Context: an optimization exercise on an open-source flow, tuned for small area. The choices shown serve that exercise and are no tape-out recipe.
Only simulation tests tie the RTL to the original design; equivalence was not proved.
Power is estimated from default activity; no workload was simulated.

## flow/config.mk

```make
export PLATFORM = sky130hd
export DESIGN_NAME = air_defense_top
export DESIGN_NICKNAME = air_defense_top
export VERILOG_FILES = /design/flow/design.v
export SDC_FILE = /design/flow/constraint.sdc
export NUM_CORES = 4
export LEC_CHECK = 0
export CAP_MARGIN = 20
export CORE_MARGIN = 2
export CORE_UTILIZATION = 40
export SLEW_MARGIN = 20
```

## flow/constraint.sdc

```tcl
create_clock -name core_clock -period 6.5 [get_ports {clk}]
set_input_delay 1.3000 -clock core_clock [delete_from_list [all_inputs] [get_ports {clk}]]
set_output_delay 1.3000 -clock core_clock [all_outputs]
set_load 0.01 [all_outputs]
```

## flow/design.v

```verilog
`timescale 1ns / 1ps
module coord_parser (
    input  wire         clk,             
    input  wire         reset_n,         
    input  wire [47:0]  data_in,         
    input  wire         data_in_valid,   
    output wire [15:0]  x_coord,         
    output wire [15:0]  y_coord,         
    output wire [15:0]  z_coord,         
    output wire         data_valid,      
    input  wire         data_ready       
);
    reg [15:0] x_buffer_bin;
    reg [15:0] y_buffer_bin;
    reg [15:0] z_buffer_bin;
    reg        buffer_valid;
    wire [15:0] x_gray, y_gray, z_gray;
    assign x_gray = x_buffer_bin ^ (x_buffer_bin >> 1);
    assign y_gray = y_buffer_bin ^ (y_buffer_bin >> 1);
    assign z_gray = z_buffer_bin ^ (z_buffer_bin >> 1);
    always @(posedge clk or negedge reset_n) begin
        if (!reset_n) begin
            x_buffer_bin <= 16'd0;
            y_buffer_bin <= 16'd0;
            z_buffer_bin <= 16'd0;
            buffer_valid <= 1'b0;
        end else begin
            if (data_in_valid && !buffer_valid) begin
                x_buffer_bin <= data_in[47:32];
                y_buffer_bin <= data_in[31:16];
                z_buffer_bin <= data_in[15:0];
                buffer_valid <= 1'b1;
            end else if (buffer_valid && data_ready) begin
                buffer_valid <= 1'b0;
            end
        end
    end
    assign x_coord    = x_gray;
    assign y_coord    = y_gray;
    assign z_coord    = z_gray;
    assign data_valid = buffer_valid;
endmodule
`timescale 1ns / 1ps
module coord_cleaner (
    input  wire         clk,             
    input  wire         reset_n,         
    input  wire [15:0]  x_in,            
    input  wire [15:0]  y_in,            
    input  wire [15:0]  z_in,            
    input  wire         data_in_valid,   
    output wire         data_in_ready,   
    output wire [15:0]  x_out,           
    output wire [15:0]  y_out,           
    output wire [15:0]  z_out,           
    output wire         data_out_valid,  
    input  wire         data_out_ready   
);   
    parameter [15:0] THRESHOLD_X = 16'd4;
    parameter [15:0] THRESHOLD_Y = 16'd4;
    parameter [15:0] THRESHOLD_Z = 16'd4;
    reg [15:0] prev_x;
    reg [15:0] prev_y;
    reg [15:0] prev_z;
    reg [15:0] x_buffer;
    reg [15:0] y_buffer;
    reg [15:0] z_buffer;
    reg        buffer_valid;   
    wire [15:0] delta_x = (x_in > prev_x) ? (x_in - prev_x) : (prev_x - x_in);
    wire [15:0] delta_y = (y_in > prev_y) ? (y_in - prev_y) : (prev_y - y_in);
    wire [15:0] delta_z = (z_in > prev_z) ? (z_in - prev_z) : (prev_z - z_in);
    assign data_in_ready = ~buffer_valid;
    always @(posedge clk or negedge reset_n) begin
        if (!reset_n) begin
            prev_x       <= 16'd0;
            prev_y       <= 16'd0;
	    prev_z       <= 16'd0;
            x_buffer     <= 16'd0;
            y_buffer     <= 16'd0;
            z_buffer     <= 16'd0;
            buffer_valid <= 1'b0;
        end else begin
            if (data_in_valid && ~buffer_valid) begin
                if ((delta_x <= THRESHOLD_X) && (delta_y <= THRESHOLD_Y) && (delta_z <= THRESHOLD_Z)) begin
                    x_buffer     <= x_in;
                    y_buffer     <= y_in;
                    z_buffer     <= z_in;
                    buffer_valid <= 1'b1;
                    prev_x       <= x_in;
                    prev_y       <= y_in;
		            prev_z       <= z_in;
                end
            end
            else if (buffer_valid && data_out_ready) begin
                buffer_valid <= 1'b0;
            end
        end
    end
    assign x_out          = x_buffer;
    assign y_out          = y_buffer;
    assign z_out          = z_buffer;
    assign data_out_valid = buffer_valid;
endmodule
`timescale 1ns / 1ps
module target_acq (
    input  wire         clk,               
    input  wire         reset_n,           
    input  wire [15:0]  x_in,              
    input  wire [15:0]  y_in,              
    input  wire [15:0]  z_in,              
    input  wire         data_in_valid,     
    output wire         data_in_ready,     
    output wire [15:0]  x_out,             
    output wire [15:0]  y_out,             
    output wire [15:0]  z_out,             
    output wire         target_found,      
    output wire         data_out_valid,    
    input  wire         data_out_ready     
);
    parameter [15:0] TRACK_THRESHOLD = 16'd3;    
    parameter        LOCK_COUNT      = 4;        
    reg [15:0] prev_x;
    reg [15:0] prev_y;
    reg [15:0] prev_z;
    reg [15:0] x_buffer;
    reg [15:0] y_buffer;
    reg [15:0] z_buffer;
    reg [2:0]  lock_counter;          
    reg        buffer_valid;
    reg        target_acquired;
    wire [15:0] delta_x = (x_in > prev_x) ? (x_in - prev_x) : (prev_x - x_in);
    wire [15:0] delta_y = (y_in > prev_y) ? (y_in - prev_y) : (prev_y - y_in);
    wire [15:0] delta_z = (z_in > prev_z) ? (z_in - prev_z) : (prev_z - z_in);
    assign data_in_ready  = ~buffer_valid;       
    assign data_out_valid = buffer_valid;
    assign target_found   = target_acquired;
    assign x_out = x_buffer;
    assign y_out = y_buffer;
    assign z_out = z_buffer;
    always @(posedge clk or negedge reset_n) begin
        if (!reset_n) begin
            prev_x           <= 16'd0;
            prev_y           <= 16'd0;
            prev_z           <= 16'd0;
            x_buffer         <= 16'd0;
            y_buffer         <= 16'd0;
            z_buffer         <= 16'd0;
            lock_counter     <= 3'd0;
            buffer_valid     <= 1'b0;
            target_acquired  <= 1'b0;
        end else begin
            if (data_in_valid && ~buffer_valid) begin
                if ((delta_x <= TRACK_THRESHOLD) && (delta_y <= TRACK_THRESHOLD) && (delta_z <= TRACK_THRESHOLD))begin
                    if (lock_counter < LOCK_COUNT)
                        lock_counter <= lock_counter + 1'b1;
                    if (lock_counter + 1 >= LOCK_COUNT)
                        target_acquired <= 1'b1;
                end else begin
                    lock_counter    <= 3'd0;
                    target_acquired <= 1'b0;
                end
                prev_x <= x_in;
                prev_y <= y_in;
                prev_z <= z_in;
                x_buffer     <= x_in;
                y_buffer     <= y_in;
                z_buffer     <= z_in;
                buffer_valid <= 1'b1;
            end
            else if (buffer_valid && data_out_ready) begin
                buffer_valid <= 1'b0;
            end
        end
    end
endmodule
`timescale 1ns / 1ps
module lock_fsm (
    input  wire clk,                
    input  wire reset_n,            
    input  wire target_found,       
    input  wire data_valid,         
    output reg  lock_active         
);
    localparam [2:0] STATE_IDLE    = 3'd0,
                     STATE_ACQUIRE = 3'd1,
                     STATE_VERIFY  = 3'd2,
                     STATE_LOCKED  = 3'd3,
                     STATE_LOST    = 3'd4;
    reg [2:0] state, next_state;
    parameter TIMEOUT_MAX = 16'd50000;   
    reg [15:0] timeout_counter;
    always @(posedge clk or negedge reset_n) begin
        if (!reset_n)
            state <= STATE_IDLE;
        else
            state <= next_state;
    end
    always @(*) begin
        next_state = state;
        case (state)
            STATE_IDLE: begin
                if (target_found)
                    next_state = STATE_ACQUIRE;
            end
            STATE_ACQUIRE: begin
                if (target_found)
                    next_state = STATE_VERIFY;
                else
                    next_state = STATE_IDLE;
            end
            STATE_VERIFY: begin
                if (target_found)
                    next_state = STATE_LOCKED;
                else
                    next_state = STATE_IDLE;
            end
            STATE_LOCKED: begin
                if (timeout_counter >= TIMEOUT_MAX)
                    next_state = STATE_LOST;
            end
            STATE_LOST: begin
                next_state = STATE_IDLE;
            end
            default: next_state = STATE_IDLE;
        endcase
    end
    always @(posedge clk or negedge reset_n) begin
        if (!reset_n)
            timeout_counter <= 16'd0;
        else if (state == STATE_LOCKED) begin
            if (data_valid)
                timeout_counter <= 16'd0;  
            else
                timeout_counter <= timeout_counter + 1'b1;
        end else
            timeout_counter <= 16'd0;
    end
    always @(posedge clk or negedge reset_n) begin
        if (!reset_n)
            lock_active <= 1'b0;
        else begin
            if (state == STATE_LOCKED)
                lock_active <= 1'b1;
            else
                lock_active <= 1'b0;
        end
    end
endmodule
`timescale 1ns / 1ps
module tracker_core (
    input  wire         clk,
    input  wire         reset_n,
    input  wire         lock_active,       
    input  wire [15:0]  x_in,              
    input  wire [15:0]  y_in,              
    input  wire [15:0]  z_in,              
    input  wire         data_in_valid,     
    output wire         data_in_ready,     
    output wire [15:0]  x_curr,            
    output wire [15:0]  y_curr,            
    output wire [15:0]  z_curr,            
    output wire [15:0]  x_pred,            
    output wire [15:0]  y_pred,            
    output wire [15:0]  z_pred,            
    output wire         data_out_valid,    
    input  wire         data_out_ready,    
    output wire         target_moving      
);
    parameter [15:0] VELOCITY_THRESHOLD = 16'd2;
    reg [15:0] prev_x;
    reg [15:0] prev_y;
    reg [15:0] prev_z;
    reg [15:0] dx;
    reg [15:0] dy;
    reg [15:0] dz;
    reg [15:0] x_reg;
    reg [15:0] y_reg;
    reg [15:0] z_reg;
    reg [15:0] x_predict;
    reg [15:0] y_predict;
    reg [15:0] z_predict;
    reg        buffer_valid;
    wire [15:0] delta_x = (x_in > prev_x) ? (x_in - prev_x) : (prev_x - x_in);
    wire [15:0] delta_y = (y_in > prev_y) ? (y_in - prev_y) : (prev_y - y_in);
    wire [15:0] delta_z = (z_in > prev_z) ? (z_in - prev_z) : (prev_z - z_in);
    assign target_moving = (delta_x >= VELOCITY_THRESHOLD) || (delta_y >= VELOCITY_THRESHOLD) || (delta_z >= VELOCITY_THRESHOLD);
    assign data_in_ready  = ~buffer_valid && lock_active;
    assign data_out_valid = buffer_valid;
    assign x_curr = x_reg;
    assign y_curr = y_reg;
    assign z_curr = z_reg;
    assign x_pred = x_predict;
    assign y_pred = y_predict;
    assign z_pred = z_predict;
    always @(posedge clk or negedge reset_n) begin
        if (!reset_n) begin
            prev_x        <= 16'd0;
            prev_y        <= 16'd0;
            prev_z        <= 16'd0;
            dx            <= 16'd0;
            dy            <= 16'd0;
            dz            <= 16'd0;
            x_reg         <= 16'd0;
            y_reg         <= 16'd0;
            z_reg         <= 16'd0;
            x_predict     <= 16'd0;
            y_predict     <= 16'd0;
            z_predict     <= 16'd0;
            buffer_valid  <= 1'b0;
        end else begin
            if (data_in_valid && data_in_ready) begin
                dx <= x_in - prev_x;
                dy <= y_in - prev_y;
                dz <= z_in - prev_z;
                x_reg <= x_in;
                y_reg <= y_in;
                z_reg <= z_in;
                x_predict <= x_in + dx;
                y_predict <= y_in + dy;
                z_predict <= z_in + dz;
                prev_x <= x_in;
                prev_y <= y_in;
                prev_z <= z_in;
                buffer_valid <= 1'b1;
            end else if (buffer_valid && data_out_ready) begin
                buffer_valid <= 1'b0;  
            end
        end
    end
endmodule
`timescale 1ns / 1ps
module fire_ctrl (
    input  wire         clk,
    input  wire         reset_n,
    input  wire         lock_active,       
    input  wire         target_moving,     
    input  wire [15:0]  x_curr,            
    input  wire [15:0]  y_curr,            
    input  wire [15:0]  z_curr,            
    input  wire [15:0]  x_pred,            
    input  wire [15:0]  y_pred,            
    input  wire [15:0]  z_pred,            
    output reg          fire_pulse         
);
    parameter [15:0] STRIKE_TOLERANCE = 16'd3;
    wire [15:0] dx = (x_curr > x_pred) ? (x_curr - x_pred) : (x_pred - x_curr);
    wire [15:0] dy = (y_curr > y_pred) ? (y_curr - y_pred) : (y_pred - y_curr);
    wire [15:0] dz = (z_curr > z_pred) ? (z_curr - z_pred) : (z_pred - z_curr);
    wire within_strike_window = (dx <= STRIKE_TOLERANCE) && (dy <= STRIKE_TOLERANCE) && (dz <= STRIKE_TOLERANCE);
    reg fire_armed;
    always @(posedge clk or negedge reset_n) begin
        if (!reset_n) begin
            fire_pulse <= 1'b0;
            fire_armed <= 1'b0;
        end else begin
            if (lock_active && within_strike_window && target_moving && ~fire_armed) begin
                fire_pulse <= 1'b1;     
                fire_armed <= 1'b1;     
            end else begin
                fire_pulse <= 1'b0;     
                if (!within_strike_window)
                    fire_armed <= 1'b0;
            end
        end
    end
endmodule
`timescale 1ns / 1ps
module air_defense_top (
    input  wire         clk,
    input  wire         reset_n,         
    input  wire [47:0]  data_in,         
    input  wire         data_in_valid,
    output wire         in_ready,        
    output wire [15:0]  x_curr,
    output wire [15:0]  y_curr,
    output wire [15:0]  z_curr,
    output wire [15:0]  x_pred,
    output wire [15:0]  y_pred,
    output wire [15:0]  z_pred,
    output wire         track_valid,
    input  wire         track_ready,
    output wire         target_moving,
    output wire         lock_active,
    output wire         fire_pulse
);
    wire [15:0] p_x, p_y, p_z;
    wire        p_valid, p_ready;
    wire [15:0] c_x, c_y, c_z;
    wire        c_valid, c_ready;
    wire [15:0] a_x, a_y, a_z;
    wire        a_valid, a_ready;
    wire        target_found;
    wire        t_ready;
    coord_parser u_parser (
        .clk           (clk),
        .reset_n       (reset_n),
        .data_in       (data_in),
        .data_in_valid (data_in_valid),
        .x_coord       (p_x),
        .y_coord       (p_y),
        .z_coord       (p_z),
        .data_valid    (p_valid),
        .data_ready    (p_ready)
    );
    assign in_ready = ~p_valid;
    coord_cleaner u_cleaner (
        .clk            (clk),
        .reset_n        (reset_n),
        .x_in           (p_x),
        .y_in           (p_y),
        .z_in           (p_z),
        .data_in_valid  (p_valid),
        .data_in_ready  (p_ready),
        .x_out          (c_x),
        .y_out          (c_y),
        .z_out          (c_z),
        .data_out_valid (c_valid),
        .data_out_ready (c_ready)
    );
    target_acq u_acq (
        .clk            (clk),
        .reset_n        (reset_n),
        .x_in           (c_x),
        .y_in           (c_y),
        .z_in           (c_z),
        .data_in_valid  (c_valid),
        .data_in_ready  (c_ready),
        .x_out          (a_x),
        .y_out          (a_y),
        .z_out          (a_z),
        .target_found   (target_found),
        .data_out_valid (a_valid),
        .data_out_ready (a_ready)
    );
    lock_fsm u_lock (
        .clk          (clk),
        .reset_n      (reset_n),
        .target_found (target_found),
        .data_valid   (a_valid),
        .lock_active  (lock_active)
    );
    assign a_ready = t_ready | ~lock_active;
    tracker_core u_tracker (
        .clk            (clk),
        .reset_n        (reset_n),
        .lock_active    (lock_active),
        .x_in           (a_x),
        .y_in           (a_y),
        .z_in           (a_z),
        .data_in_valid  (a_valid),
        .data_in_ready  (t_ready),
        .x_curr         (x_curr),
        .y_curr         (y_curr),
        .z_curr         (z_curr),
        .x_pred         (x_pred),
        .y_pred         (y_pred),
        .z_pred         (z_pred),
        .data_out_valid (track_valid),
        .data_out_ready (track_ready),
        .target_moving  (target_moving)
    );
    fire_ctrl u_fire (
        .clk           (clk),
        .reset_n       (reset_n),
        .lock_active   (lock_active),
        .target_moving (target_moving),
        .x_curr        (x_curr),
        .y_curr        (y_curr),
        .z_curr        (z_curr),
        .x_pred        (x_pred),
        .y_pred        (y_pred),
        .z_pred        (z_pred),
        .fire_pulse    (fire_pulse)
    );
endmodule
```

## flow/run.sh

```bash
#!/bin/bash
# synth_recipe.tcl (not shown) runs the flow's synth.tcl, then flattens the netlist and writes it again
# the make line also repeats each setting of config.mk as NAME=value (left out here)
make -C /OpenROAD-flow-scripts/flow DESIGN_CONFIG=/design/flow/config.mk WORK_HOME=/design/flow/orfs CLKGATE_MAP_FILE= SYNTH_SCRIPT=/design/flow/synth_recipe.tcl finish
```

==> qor.yml <==
clkLatencyLatePin_ns: 0.58
crit_top_cell: "inv_1"
die_w_um: 288
io_pins: 153
hold_violations: 0
seq_area_frac_synth_pct: 24.6
swShare_pct: 31.1
maxCapViolations: 0
ys_types: 92
finalNetCount: 4482
p_sw_uw: 1790
crit_path_end_kind: "output pin"
seqPwrFrac_pct: 36.0
crit_slowest_cell: "clkdlybuf4s50_1"
min_path_cells: 1
vias: 28400
power.density_nw_per_um2: 160
synth-xor-area-share_pct: 6.70
r2r-start: "u_parser.y_buffer_bin[6]"
die_height_um: 288
yosys_most_used_dff: "dfrtp_1"
tightest_slew_ns: 1.24
synthAdderAreaFrac_pct: 17.6
start_util_pct: 40.2
yosys.area_share.simple_pct: 15.3
fp.dieArea_um2: 83100
min_to: "u_fire.fire_pulse"
syn-cell-area_um2: 32300
grtUsageTotal_pct: 22.8
synth_top_family_by_area: "compound AO/OA/AOI/OAI gates"
criticalPathCategory: "reg2out"
cts-buffers-inserted: 41
grt-ovfl-total: 0
syn_inst: 3959
syn_nets: 4452
grt_max_degree: 151
path_max_fanout: 6
wl_per_cell_um: 19.1
placeableCoreArea_um2: 80300
rr_worst_depth: 15
clock-root-buffer: "clkbuf_16"
syn_avg_cell_area_um2: 8.16
yosys_warnings: 6
status: "finished clean"
final_cell_count_no_fill: 5079
crit_path_start: "u_tracker.prev_x[0]"
ys_ff_latch: 318
rows: 104
clock_path_buffers: 3
cts_hold_buf: 0
p_int_uw: 3980
fin_crit_ns: 6.24
antenna_cells: 0
cp.required_ns: 5.20
power_frac_comb_pct: 24.5
htreeDepth: 2
clkSlewWorstSetupHoldPaths_ns: 0.05
post_drt_via_cell_ratio: 5.59
wl_um: 96900
crit_family: "simple AND/OR/NAND/NOR gates"
finalInstanceArea_um2: 36000
max_stage_delay_ns: 0.49
muxShareOfSynthArea_pct: 5.97
hold_path.class: "reg2reg"
drive_above_1_share_pct: 5.23
finClkSkew_ns: 0.0240
critPathArrivalTime_ns: 4.94
dp_hpwl_um: 77800
synth-compound-area-share_pct: 23.1
gp_congestion: 0.954
p_leak_uw: 0.0170
r2r_end: "u_cleaner.x_buffer[6]"
dpl.cell_count: 5006
antenna_found_initial: 0
critical_path_buf_inv_count: 4
p_clk_share_pct: 39.5
num-fill-cells: 8025
grt_pass1_wl_um: 150000
r2r_slack_ns: 0.88
dpl_cell_area_um2: 34700
cts_sinks: 318
async_flop_share_pct: 100
synth_edf_count: 0
cts_tree: "done"
final-max-slew-violation-count: 0
startpoint_type: "flip-flop"
peakVddDrop_mv: 0.148
ant_nets: 0
setup_viol: 0
port_buffers: 152
fmax_ghz: 0.160
first_pass_iters: 5
path_cells: "inv_1, ha_1, inv_1, fa_1, a21o_1, a21oi_2, o32ai_1, nor3_1, nand2_1, a2111oi_0, a21oi_1, nor4_2, buf_4, o22ai_1, or2_2, clkdlybuf4s50_1"
fin_crit_sh_pct: 96.0
drt_iter0_drc: 1907
drc: 0
worstHoldStart: "u_fire.fire_armed"
grt_pass1_vias: 26100
syn2layout_area_growth_pct: 11.5
max_slew_margin_pct: 15.2
-- synth_stat cells, types with 45 or more instances --
library cell / n / area (um2)
ha_1: 420 / 5260
clkbuf_1: 143 / 537
a31oi_1: 46 / 288
nand2_1: 374 / 1400
mux2_2: 71 / 800
o21a_1: 59 / 443
xor2_1: 133 / 1160
mux2i_1: 105 / 1050
nand3_1: 73 / 365
a21o_1: 112 / 841
a211oi_1: 45 / 338
o21ai_0: 328 / 1640
nor2_1: 205 / 769
dfrtp_1: 318 / 7960
nor3_1: 89 / 445
inv_1: 383 / 1440
a21oi_1: 287 / 1440
xnor2_1: 114 / 998
nand4_1: 63 / 394
-- layout by cell type, fill, tap and decap left out, types with 35 or more instances in the layout --
master / count
ha_1: 420
mux2i_1: 105
nand3_1: 72
nor4_1: 35
nand2_1: 374
a21oi_1: 286
a21o_1: 112
mux2_2: 71
nor2_1: 204
a211oi_1: 45
clkbuf_16: 43
inv_1: 383
o21a_1: 59
o21ai_0: 328
dfrtp_1: 316
a31oi_1: 46
nor2b_1: 37
xor2_1: 133
nor3_1: 89
clkdlybuf4s50_1: 151
nand4_1: 63
xnor2_1: 114
-- metrics by stage --
stage / setup WS [ns] / total power [uW] / utilization (%) / hold WS [ns] / TNS [ns]
after global routing: -0.00725 / 6080 / 44.9 / 0.473 / -0.00725
after CTS: 0.0312 / 5840 / 44.8 / 0.455 / 0
final: 0.263 / 5770 / 44.9 / 0.459 / 0
after detailed placement: 0.461 / 3510 / 43.2 / 0.443 / 0
after global placement: 0.495 / 3510 / 43.2 / 0.420 / 0
after floorplan: 1.84 / 3120 / - / 0.410 / 0
-- final cells by class --
type	count	area (um2)	share of cell area, %
timing repair buffer	168	1700	4.71
clock buffer	64	1230	3.43
sequential	318	7960	22.1
inverter	383	1440	3.99
tap	1060	1330	3.68
clock inverter	9	105	0.292
multi-input combinational	3077	22300	61.8
-- kinds of logic (layout without fill, tap and decap cells) --
group | after synthesis | after routing
compound gates | 1173 | 1173
xor+xnor | 247 | 247
fa+ha+maj | 441 | 441
buf+inv | 564 | 624
flops | 318 | 318
mux | 182 | 182
simple gates | 1034 | 1034
-- timing repair --
item / CTS / global route
buffers inserted: 0 / 0
endpoints found under the setup margin: 1 / 1
gates resized for setup: 1 / 6
-- per-layer routing --
layer  share of wire (%)  up-vias  global-route usage, %
met5                   0        -                      0
met4                 3.2        0                   7.36
met3                 5.5      131                   2.76
met2                  41      767                   33.2
met1                  50    13300                   34.7
li1                    -    14100                      -
-- worst max path at each step --
stage                          endpoint  slack (ns)  cells after the start
after global routing      target_moving      -0.007                     16
after floorplan           target_moving        1.84                     14
after detailed placement  target_moving        0.46                     14
final                     target_moving        0.26                     16
after CTS                 target_moving        0.03                     14
after global placement    target_moving        0.49                     14
-- power groups by stage --
stage / logic [uW] / clock network, uW / registers (uW)
2_1_floorplan: 1020 / 0 / 2100
3_3_place_gp: 1400 / 0 / 2110
3_5_place_dp: 1400 / 0 / 2110
4_1_cts: 1410 / 2350 / 2080
5_1_grt: 1560 / 2430 / 2080
6_report: 1410 / 2280 / 2080

## afterwards: timing with drivers on the ports
Ports are ideal in the flow. The routed layout listed here was re-timed in OpenROAD.
Step 1 assumes that a clkbuf_16 drives the clock port and a buf_2 every other input.
Step 2, shift: input delay + t, output delay - t, t = (earliest + latest rising clock arrival at the registers) / 2. This alone moves slack from input paths to output paths.
Slacks: no drivers / after step 1 / after step 2; pairs: no drivers / after step 1.
t, ns: 0.625
slack for setup (ns): 0.263 / 0.201 / 0.826
hold WS [ns]: 0.459 / 0.459 / 0.459
worst data-port slew with drivers (ns): 0.07
cell pins on the clock port's net: 1
After both steps setup and hold are still met in this run. For this run, drivers alone change the setup slack by -0.062 ns; drivers and shift together by +0.563 ns.
